Source: an optimization exercise on an open RTL-to-GDS flow (aim: small area, a short achievable clock period and few clock cycles per item). Production flows keep margins and buffers that such runs may drop. At most, simulation tests tie the RTL to the original design; equivalence was not proved. The clock port is modelled as an ideal driver, which makes a skipped or thinned clock tree look cheaper than it is; a real chip needs a root buffer or a tree. Power is estimated from default activity; no workload was simulated.

north:
## reorder
module reorder(
    input  wire clk,
    input  wire rst,
    output wire  [9:0] granule_ch0_read_addr,
    input  wire [17:0] granule_ch0_read_data,
    output wire        granule_ch0_write_enable,
    output wire  [9:0] granule_ch0_write_addr,
    output wire [17:0] granule_ch0_write_data,
    output wire  [9:0] granule_ch1_read_addr,
    input  wire [17:0] granule_ch1_read_data,
    output wire        granule_ch1_write_enable,
    output wire  [9:0] granule_ch1_write_addr,
    output wire [17:0] granule_ch1_write_data,
    input  wire  [1:0] header_sampling_frequency,
    input  wire  [1:0] sideinfo_ch0_block_type,
    input  wire        sideinfo_ch0_window_switching_flag,
    input  wire        sideinfo_ch0_mixed_block_flag,
    input  wire  [1:0] sideinfo_ch1_block_type,
    input  wire        sideinfo_ch1_window_switching_flag,
    input  wire        sideinfo_ch1_mixed_block_flag,
    input  wire        stage_ready,
    output wire        stage_done
    );
For scale: about 360 cells after synthesis, ~47 flip-flops, about 3200 um^2 of cells after synthesis.
==> flow/config.mk <==
export PLATFORM = sky130hd
export DESIGN_NAME = reorder
export DESIGN_NICKNAME = reorder
export VERILOG_FILES = /design/flow/design.v
export SDC_FILE = /design/flow/constraint.sdc
export NUM_CORES = 4
export LEC_CHECK = 0
export ABC_CLOCK_PERIOD_IN_PS = 1700
export CAP_MARGIN = 20
export CORE_MARGIN = 2
export CORE_UTILIZATION = 40
export PLACE_DENSITY = 0.6
export SETUP_SLACK_MARGIN = 2.3
export SLEW_MARGIN = 20
==> flow/constraint.sdc <==
create_clock -name core_clock -period 4.0 [get_ports {clk}]
set_input_delay 0.8000 -clock core_clock [delete_from_list [all_inputs] [get_ports {clk}]]
set_output_delay 0.8000 -clock core_clock [all_outputs]
set_load 0.01 [all_outputs]
run.sh (not shown) runs the stock make flow with config.mk's settings and CLKGATE_MAP_FILE= SYNTH_SCRIPT=/design/flow/synth_recipe.tcl, a recipe that flattens the netlist after the stock synthesis.
Testbench counts of north, summed over its fixed seeds: cycles 73,728, granules 128.
Setup changes, north to south
- SETUP_SLACK_MARGIN no longer set, was 2.3
- ABC_CLOCK_PERIOD_IN_PS no longer set, was 1700
[summary]
north finished end to end and its layout was clean on timing, DRC and antenna.
south has completed all stages; timing, DRC and antenna checks passed.
When the final numbers for north and south were put side by side, the global-route usage turned out to be smaller in south.
Relative to north, the HPWL after detailed placement of south is lower by 2.3%.
In south, the pin slew with the least headroom to its limit came out 0.39 ns above the value in north.
Compared south vs north, and tightest hold margin is up in south.
Number of multi-input combinational cells in the layout ends up lower on south.
south reports a higher clock network fraction of design power than north does.
Largest net degree at the start of global routing sits higher in south than in north.
Wire length after detailed routing: south < north
[compare] base=north new=south: sequential share of layout area rose 4.2 points, leakage power summed over all cells fell about 25%.
Changes in east relative to south:
- setting ABC_CLOCK_PERIOD_IN_PS to 1700 for the first time
Notes after the runs:
Going from south to east, maximum VDD drop barely changed, placed wire-length estimate after detailed placement barely changed, overflow left after global routing barely changed.
Summary of east over south: global routing met2 resource utilization stayed essentially flat; total iterations of the first detailed-routing run ~0 delta.
Non-clock buffer instance count of the final layout: south vs east identical
Total routing usage reported by global routing: east vs south identical
In terms of XOR/XNOR share of the synthesized area, south and east differ only marginally.
From south to east, die width did not move at all.
Between south and east, the clock input transition at the sequential cells of the worst setup and hold paths does not differ in any meaningful way.

---

Setup of v52:
Another version of the RTL of reorder (not shown whole).
Size in the first run: about 47 flip-flops, about 3000 µm² of cells after synthesis.
Settings: LEC_CHECK=0, ABC_AREA=1, CAP_MARGIN=20, CORE_MARGIN=2, CORE_UTILIZATION=40, CTS_BUF_LIST=sky130_fd_sc_hd__clkbuf_16, CTS_CLUSTER_DIAMETER=100, CTS_CLUSTER_SIZE=50, PLACE_DENSITY=0.6, SETUP_SLACK_MARGIN=1.8, SLEW_MARGIN=20; clock period 4.0 ns.
standard.sh (not shown) runs the stock make flow with config.mk's settings and CLKGATE_MAP_FILE= SYNTH_SCRIPT=/design/flow/synth_recipe.tcl, a recipe that flattens the netlist after the stock synthesis.
==> flow/flow/run.sh <==
#!/bin/bash
# Standard layout, with two changes: the smallest buffer on the ports,
# and adders left to ABC (no full/half-adder cells) for faster carries.
set -euo pipefail
export BUFFER_PORTS_ARGS="-buffer_cell sky130_fd_sc_hd__buf_1"
export ADDER_MAP_FILE=
bash standard.sh > standard.log 2>&1
v52: all stages complete, timing, DRC and antenna checks passed
Testbench counts of v52, summed over its fixed seeds: cycles 73,728, granules 128.
Edits applied to the flow inputs when going from v52 to v58:
- clearing CTS_BUF_LIST, which used to be sky130_fd_sc_hd__clkbuf_16
- clearing CTS_CLUSTER_SIZE, which used to be 50
- clearing CTS_CLUSTER_DIAMETER, which used to be 100
- swapping 1.8 for 1.7 in SETUP_SLACK_MARGIN
- clearing ABC_AREA, which used to be 1
Findings:
- The final layouts of v52 and v58 pass the timing, design-rule and antenna checks.
- v52 vs v58, launching instance or port of the critical path: idx[7] vs win[1]
- Leakage power went down by more than 10% going from v52 to v58.
- Changes observed in v58 relative to v52: proportion of layout cells with a drive suffix above 1 rose 15 points, met3 capacity usage during global routing shrank by 0.22 points, synthesized area divided by synthesized cell count +1.8 µm², via count of the first global-routing pass now smaller, sequential share of layout area lower.
- Source-to-sink clock delay at the later pin of the worst-skew pair: v58 > v52
Here is what was changed in the inputs of v28 compared with v58.
- SETUP_SLACK_MARGIN changed from 1.7 to 2.0
## What came out
Final-layout non-clock buffer area share ends up higher on v28.
The higher total of clock buffers placed in the layout came out of v28.
v58 has a lower worst reg2reg path depth than v28.
In the metrics for v58 and v28, the one carrying the higher layout-stage area growth over the synthesis result is v28.

---

== lane 1 ==
reorder, a different RTL version from the one above (not shown whole).
Size: ~130 I/O pins, about 2800 sq um of cells after synthesis.
## reorder
module reorder(
    input  wire clk,
    input  wire rst,
    output wire  [9:0] granule_ch0_read_addr,
    input  wire [17:0] granule_ch0_read_data,
    output wire        granule_ch0_write_enable,
    output wire  [9:0] granule_ch0_write_addr,
    output wire [17:0] granule_ch0_write_data,
    output wire  [9:0] granule_ch1_read_addr,
    input  wire [17:0] granule_ch1_read_data,
    output wire        granule_ch1_write_enable,
    output wire  [9:0] granule_ch1_write_addr,
    output wire [17:0] granule_ch1_write_data,
    input  wire  [1:0] header_sampling_frequency,
    input  wire  [1:0] sideinfo_ch0_block_type,
    input  wire        sideinfo_ch0_window_switching_flag,
    input  wire        sideinfo_ch0_mixed_block_flag,
    input  wire  [1:0] sideinfo_ch1_block_type,
    input  wire        sideinfo_ch1_window_switching_flag,
    input  wire        sideinfo_ch1_mixed_block_flag,
    input  wire        stage_ready,
    output wire        stage_done
    );
	reg [9:0] idx;       
	reg [9:0] src;       
	reg [1:0] win;       
	reg [3:0] band;      
	reg [5:0] hm1;       
	reg       go;        
	reg       act;       
	reg       busy;      
	reg       done;
	reg [9:0] waddr;     
	reg       perm0, perm1;    
	wire [6:0] wm1  = {hm1, 1'b1};
	wire       win2 = win[1];
	wire       band_end = win2 & (src[7:1] == idx[7:1]);
	wire [9:0] step = win2 ? {2'b11, ~wm1, 1'b1} : {3'd0, wm1};
	wire [9:0] idx_inc;
	wire [9:0] src_sum;
	prefix_add10 inc_i (.a(idx), .b(10'd0), .ci(1'b1), .s(idx_inc));
	prefix_add10 add_s (.a(src), .b(step), .ci(~win2), .s(src_sum));
	reg [5:0] next_hm1;
	always @(*) begin
		case ({header_sampling_frequency[1], header_sampling_frequency[1] ? 1'b0 : header_sampling_frequency[0], band})
			{2'd0, 4'd0}: next_hm1 = 6'd1;
			{2'd0, 4'd1}: next_hm1 = 6'd1;
			{2'd0, 4'd2}: next_hm1 = 6'd1;
			{2'd0, 4'd3}: next_hm1 = 6'd2;
			{2'd0, 4'd4}: next_hm1 = 6'd3;
			{2'd0, 4'd5}: next_hm1 = 6'd4;
  ...
export LEC_CHECK = 0
export ABC_AREA = 1
export CAP_MARGIN = 20
export CORE_MARGIN = 2
export CORE_UTILIZATION = 40
export PLACE_DENSITY = 0.6
export SETUP_SLACK_MARGIN = 2.2
export SLEW_MARGIN = 20
create_clock -name core_clock -period 4.0 [get_ports {clk}]
==> flow/flow/run.sh <==
#!/bin/bash
# Standard layout, with four changes: the smallest buffer on the ports,
# an ABC mapping script of its own (flow/abc_area.script),
# adders left to ABC (no full/half-adder cells), and a clock tree of one
# level of clock buffers (flow/cts_one_buffer.tcl) in place of TritonCTS.
set -euo pipefail
rm -rf scripts
cp -r "$FLOW_HOME/scripts" scripts
cp flow/abc_area.script scripts/abc_area.script
python3 - <<'PY'
p = 'scripts/cts.tcl'
s = open(p).read()
old = 'log_cmd clock_tree_synthesis {*}$cts_args'
assert old in s
s = s.replace(old, 'source $::env(ONE_CTS_TCL)')
open(p, 'w').write(s)
PY
export SCRIPTS_DIR="$PWD/scripts"
export ONE_CTS_TCL="$PWD/flow/cts_one_buffer.tcl"
export ONE_CLKPORT=clk
export ONE_CLKBUF=sky130_fd_sc_hd__clkbuf_16
export ONE_CLKGROUPS=2
export BUFFER_PORTS_ARGS="-buffer_cell sky130_fd_sc_hd__buf_1"
export ADDER_MAP_FILE=
bash standard.sh > standard.log 2>&1
==> flow/flow/abc_area.script <==
strash
dch
dch
map -B 0.9
topo
stime -c
buffer -c
upsize -c
dnsize -c
Other scripts of this flow, unchanged in this note and not shown: flow/flow/cts_one_buffer.tcl
Testbench counts of lane 1, summed over its fixed seeds: cycles 73,728, granules 128.
Edits applied to the flow inputs when going from lane 1 to lane 2:
- changing PLACE_DENSITY from 0.6 to 0.8
- changing SETUP_SLACK_MARGIN from 2.2 to 2.1
-- flow/flow/abc_area.script --
<<< lane 1, line 1
strash
dch
>>> lane 2, line 1
strash
balance
rewrite
refactor
balance
rewrite
rewrite -z
balance
refactor -z
rewrite -z
balance
dch
--- outcome ---
More vias were needed by lane 1 than by lane 2. Lane 2 falls short of lane 1 in tightest slew margin relative to the limit. Buffers inserted during post-CTS setup optimization in lane 2 is 2 lower than in lane 1. Timing startpoint of the critical path = idx[2]$_SDFF_PN0_: lane 2; timing startpoint of the critical path = idx[0]$_DFF_P_: lane 1. In the reports for lane 1 and lane 2, the larger worst slack on hold paths belongs to lane 2. When lane 2 is set beside lane 1, its switching power total turns out to be 1.7% larger. Compared lane 2 vs lane 1, and layout inverter count without the clock tree is up in lane 2. Between lane 1 and lane 2, slack of the worst reg-to-reg path decreased. Compared to lane 1, the router laid down less metal wire for lane 2. | clock-pin slew reported for the worst setup and hold paths after clock tree synthesis | lane 2 vs lane 1 | ≈ equal |.
Changes in lane 3 relative to lane 2:
- CORE_UTILIZATION now 60, was 40
==> flow/flow/abc_area.script <==
strash
dch
dch
map -B 0.95
topo
stime -c
buffer -c
upsize -c
dnsize -c
### Flow results
- Summary of lane 3 over lane 2: data required time at the worst endpoint did not really move, power share of the combinational group now smaller.
- Per the comparison of lane 3 with lane 2, synthesized cell count increased by about 0.5% relative to the old numbers; sum of routed wire segments on met1 decreased by 5.2% relative to the old numbers; area enclosed by the die boundary decreased by 32% relative to the old numbers.
Changes in lane 4 relative to lane 3:
- PLACE_DENSITY now 0.6, was 0.8
- CORE_UTILIZATION now 40, was 60
==> flow/flow/abc_area.script <==
strash
balance
rewrite
refactor
balance
rewrite
rewrite -z
balance
refactor -z
rewrite -z
balance
dch
dch
map -B 0.9
topo
stime -c
buffer -c
upsize -c
dnsize -c
Notes after the runs:
- Comparing area overhead of the layout relative to synthesis for lane 4 and lane 3, the bigger number came from lane 4.
- Diff lane 4 and lane 3: average instance area after synthesis lower in lane 3
- Diff lane 3 -> lane 4: power of the sequential group went up by about 0.9%, width of the die went up by about 22%.
No run of this note takes its clock network from TritonCTS; it comes from the design's own scripts or RTL.

---

Setup of the baseline:
Another version of the RTL of reorder (not shown whole).
Size: ~420 cells after synthesis, about 48 flip-flops.
Design reorder, start of the top module:
module reorder(
    input  wire clk,
    input  wire rst,
    output wire  [9:0] granule_ch0_read_addr,
    input  wire [17:0] granule_ch0_read_data,
    output wire        granule_ch0_write_enable,
    output wire  [9:0] granule_ch0_write_addr,
    output wire [17:0] granule_ch0_write_data,
    output wire  [9:0] granule_ch1_read_addr,
    input  wire [17:0] granule_ch1_read_data,
    output wire        granule_ch1_write_enable,
    output wire  [9:0] granule_ch1_write_addr,
    output wire [17:0] granule_ch1_write_data,
    input  wire  [1:0] header_sampling_frequency,
    input  wire  [1:0] sideinfo_ch0_block_type,
    input  wire        sideinfo_ch0_window_switching_flag,
    input  wire        sideinfo_ch0_mixed_block_flag,
    input  wire  [1:0] sideinfo_ch1_block_type,
    input  wire        sideinfo_ch1_window_switching_flag,
    input  wire        sideinfo_ch1_mixed_block_flag,
    input  wire        stage_ready,
    output wire        stage_done
    );
Settings: LEC_CHECK=0, ABC_AREA=1, CAP_MARGIN=20, CORE_MARGIN=2, CORE_UTILIZATION=60, PLACE_DENSITY=0.8, SETUP_SLACK_MARGIN=2.1, SLEW_MARGIN=20; clock period 4.0 ns.
==> flow/flow/abc_area.script <==
strash
dch
dch
map -B 0.9
topo
stime -c
buffer -c
upsize -c
dnsize -c
==> flow/flow/cts_one_buffer.tcl <==
# Clock tree of one level: the clock port drives ONE_CLKGROUPS (1, 2 or 4)
# clock buffers, each placed at the centre of its group of flip-flops (the
# flip-flops split at the median x, then at the median y).
set cts_block [ord::get_db_block]
set cts_dbu [$cts_block getDbUnitsPerMicron]
set cts_net [[$cts_block findBTerm $::env(ONE_CLKPORT)] getNet]
set cts_netname [$cts_net getName]
set cts_sinks {}
foreach it [$cts_net getITerms] {
  set bb [[$it getInst] getBBox]
  lappend cts_sinks [list [expr {([$bb xMin] + [$bb xMax]) / 2.0 / $cts_dbu}] \
    [expr {([$bb yMin] + [$bb yMax]) / 2.0 / $cts_dbu}] \
    "[[$it getInst] getName]/[[$it getMTerm] getName]"]
}
proc cts_split {sinks idx} {
  set s [lsort -real -index $idx $sinks]
  set h [expr {[llength $s] / 2}]
  return [list [lrange $s 0 [expr {$h - 1}]] [lrange $s $h end]]
}
set cts_groups [list $cts_sinks]
if {$::env(ONE_CLKGROUPS) >= 2} { set cts_groups [cts_split $cts_sinks 0] }
if {$::env(ONE_CLKGROUPS) >= 4} {
  set g {}
  foreach grp $cts_groups { lappend g {*}[cts_split $grp 1] }
  set cts_groups $g
}
set cts_i 0
foreach grp $cts_groups {
  set x 0.0
  set y 0.0
  set pins {}
  foreach s $grp {
    set x [expr {$x + [lindex $s 0]}]
    set y [expr {$y + [lindex $s 1]}]
    lappend pins [get_pins [lindex $s 2]]
  }
  set x [expr {$x / [llength $grp]}]
  set y [expr {$y / [llength $grp]}]
  set buf [sta::sta_to_db_inst [insert_buffer -buffer_cell $::env(ONE_CLKBUF) \
    -net $cts_netname -load_pins $pins -location [list $x $y] \
    -buffer_name clkbuf_one_$cts_i -net_name clknet_one_$cts_i]]
  foreach it [$buf getITerms] {
    if {[$it isOutputSignal]} {
      [$it getNet] setSigType CLOCK
      puts "cts_one_buffer: [$buf getName] at $x $y drives [llength $grp] sinks on [[$it getNet] getName]"
    }
  }
  incr cts_i
}
set_propagated_clock [all_clocks]
Scripts as last shown in full above: flow/flow/run.sh
Inputs modified between the baseline and the candidate:
- PLACE_DENSITY: 0.8 -> 0.6
- CORE_UTILIZATION: 60 -> 40
==> results.txt <==
idx[8] as the startpoint of the worst setup timing path was reported by the baseline, and idx[5] by the candidate.
Changes observed in the candidate relative to the baseline: HPWL reported at the end of detailed placement grew by about 7%, internal power contribution shrank by 0.55%, final area grew by 19 um2, combinational group share of total power shrank by 0.2 points.
Summary of the candidate over the baseline: power held steady, register-to-register slack shrank by 0.04 ns, standby leakage power shrank by 1.5%.
Compared with the baseline, first-pass GRT wire length in the candidate increased by a little under 10%.
Diff the baseline -> the candidate | time the worst path needs with I/O delays and setup | decrease of 0.0068 ns
Summary — number of cells on the worst reg-to-reg path, the candidate relative to the baseline: lower, by 2.
No functional check of the RTL was part of any run of this note. No run of this note takes its clock network from TritonCTS; it comes from the design's own scripts or RTL.

---

## try-willow
reorder, a different RTL version from the one above (not shown whole).
For scale: about 47 flip-flops.
## reorder
module reorder(
    input  wire clk,
    input  wire rst,
    output wire  [9:0] granule_ch0_read_addr,
    input  wire [17:0] granule_ch0_read_data,
    output wire        granule_ch0_write_enable,
    output wire  [9:0] granule_ch0_write_addr,
    output wire [17:0] granule_ch0_write_data,
    output wire  [9:0] granule_ch1_read_addr,
    input  wire [17:0] granule_ch1_read_data,
    output wire        granule_ch1_write_enable,
    output wire  [9:0] granule_ch1_write_addr,
    output wire [17:0] granule_ch1_write_data,
    input  wire  [1:0] header_sampling_frequency,
    input  wire  [1:0] sideinfo_ch0_block_type,
    input  wire        sideinfo_ch0_window_switching_flag,
    input  wire        sideinfo_ch0_mixed_block_flag,
    input  wire  [1:0] sideinfo_ch1_block_type,
    input  wire        sideinfo_ch1_window_switching_flag,
    input  wire        sideinfo_ch1_mixed_block_flag,
    input  wire        stage_ready,
    output wire        stage_done
    );
export LEC_CHECK = 0
export ABC_AREA = 1
export CAP_MARGIN = 20
export CORE_MARGIN = 2
export CORE_UTILIZATION = 40
export PLACE_DENSITY = 0.6
export SETUP_SLACK_MARGIN = 2.1
export SLEW_MARGIN = 20
create_clock -name core_clock -period 4.0 [get_ports {clk}]
Scripts as last shown in full above: flow/flow/run.sh, flow/flow/abc_area.script, flow/flow/cts_one_buffer.tcl
Input-level comparison between try-umber and try-willow:
--- a/flow/config.mk
+++ b/flow/config.mk
@@ -11,2 +11,2 @@
-export CORE_UTILIZATION = 40
-export PLACE_DENSITY = 0.6
+export CORE_UTILIZATION = 60
+export PLACE_DENSITY = 0.8
### Flow results
From try-willow to try-umber the numbers moved as follows: highest clock rate now smaller; final cell count went down; worst setup slack now smaller; post-route cell area dropped about 2.8%.
Function was not checked in any run of this note: the RTL went through the layout flow alone. In every run of this note, the design's own scripts or RTL, not TritonCTS, make the clock network.

## static timing again, ports no longer ideal
Ports are ideal in the flow. The routed layouts listed here were re-timed in OpenROAD.
Step 1: set_driving_cell puts a clkbuf_16 on clk and a buf_2 on each other input, an assumption about the parent block.
Step 2 adds t to the input delays and takes it off the output delays; t is the mean of the earliest and latest rising clock arrival at the registers after step 1. Input paths then give back, and output paths get back, about the clock's delay inside the block.
Slacks: ideal ports / drivers / drivers and shift; pairs: ideal ports / drivers.
run	t, ns	setup slack, ns	latest minus earliest clock arrival (ns)	worst register clock-pin slew, ns	worst data-port slew with drivers (ns)
north	0.324	1.639 / 1.639 / 1.639	0.006 / 0.006	0.09 / 0.09	0.08
south	0.322	1.289 / 1.287 / 1.254	0.008 / 0.008	0.10 / 0.10	0.07
east	0.322	1.289 / 1.287 / 1.254	0.008 / 0.008	0.10 / 0.10	0.07
v52	0.315	1.970 / 1.938 / 2.094	0.003 / 0.002	0.06 / 0.06	0.07
v58	0.331	1.656 / 1.656 / 1.656	0.007 / 0.007	0.09 / 0.09	0.07
v28	0.333	1.710 / 1.710 / 1.710	0.007 / 0.007	0.09 / 0.09	0.07
lane 1	0.208	2.225 / 2.174 / 2.219	0.011 / 0.011	0.10 / 0.10	0.06
lane 2	0.200	2.176 / 2.128 / 2.208	0.008 / 0.008	0.09 / 0.09	0.07
lane 3	0.201	2.200 / 2.152 / 2.189	0.010 / 0.009	0.09 / 0.09	0.07
lane 4	0.206	2.193 / 2.143 / 2.137	0.005 / 0.005	0.10 / 0.10	0.06
the baseline	0.202	2.160 / 2.111 / 2.114	0.006 / 0.006	0.09 / 0.09	0.07
the candidate	0.200	2.167 / 2.122 / 2.116	0.005 / 0.004	0.09 / 0.09	0.07
try-willow	0.203	2.206 / 2.157 / 2.107	0.004 / 0.004	0.09 / 0.09	0.07
try-umber	0.204	2.176 / 2.127 / 2.108	0.004 / 0.004	0.09 / 0.09	0.07
After both steps setup and hold are still met in every run listed. The setup slack of try-willow, which loses most, moves by -0.049 ns with the drivers and by -0.099 ns with both steps.
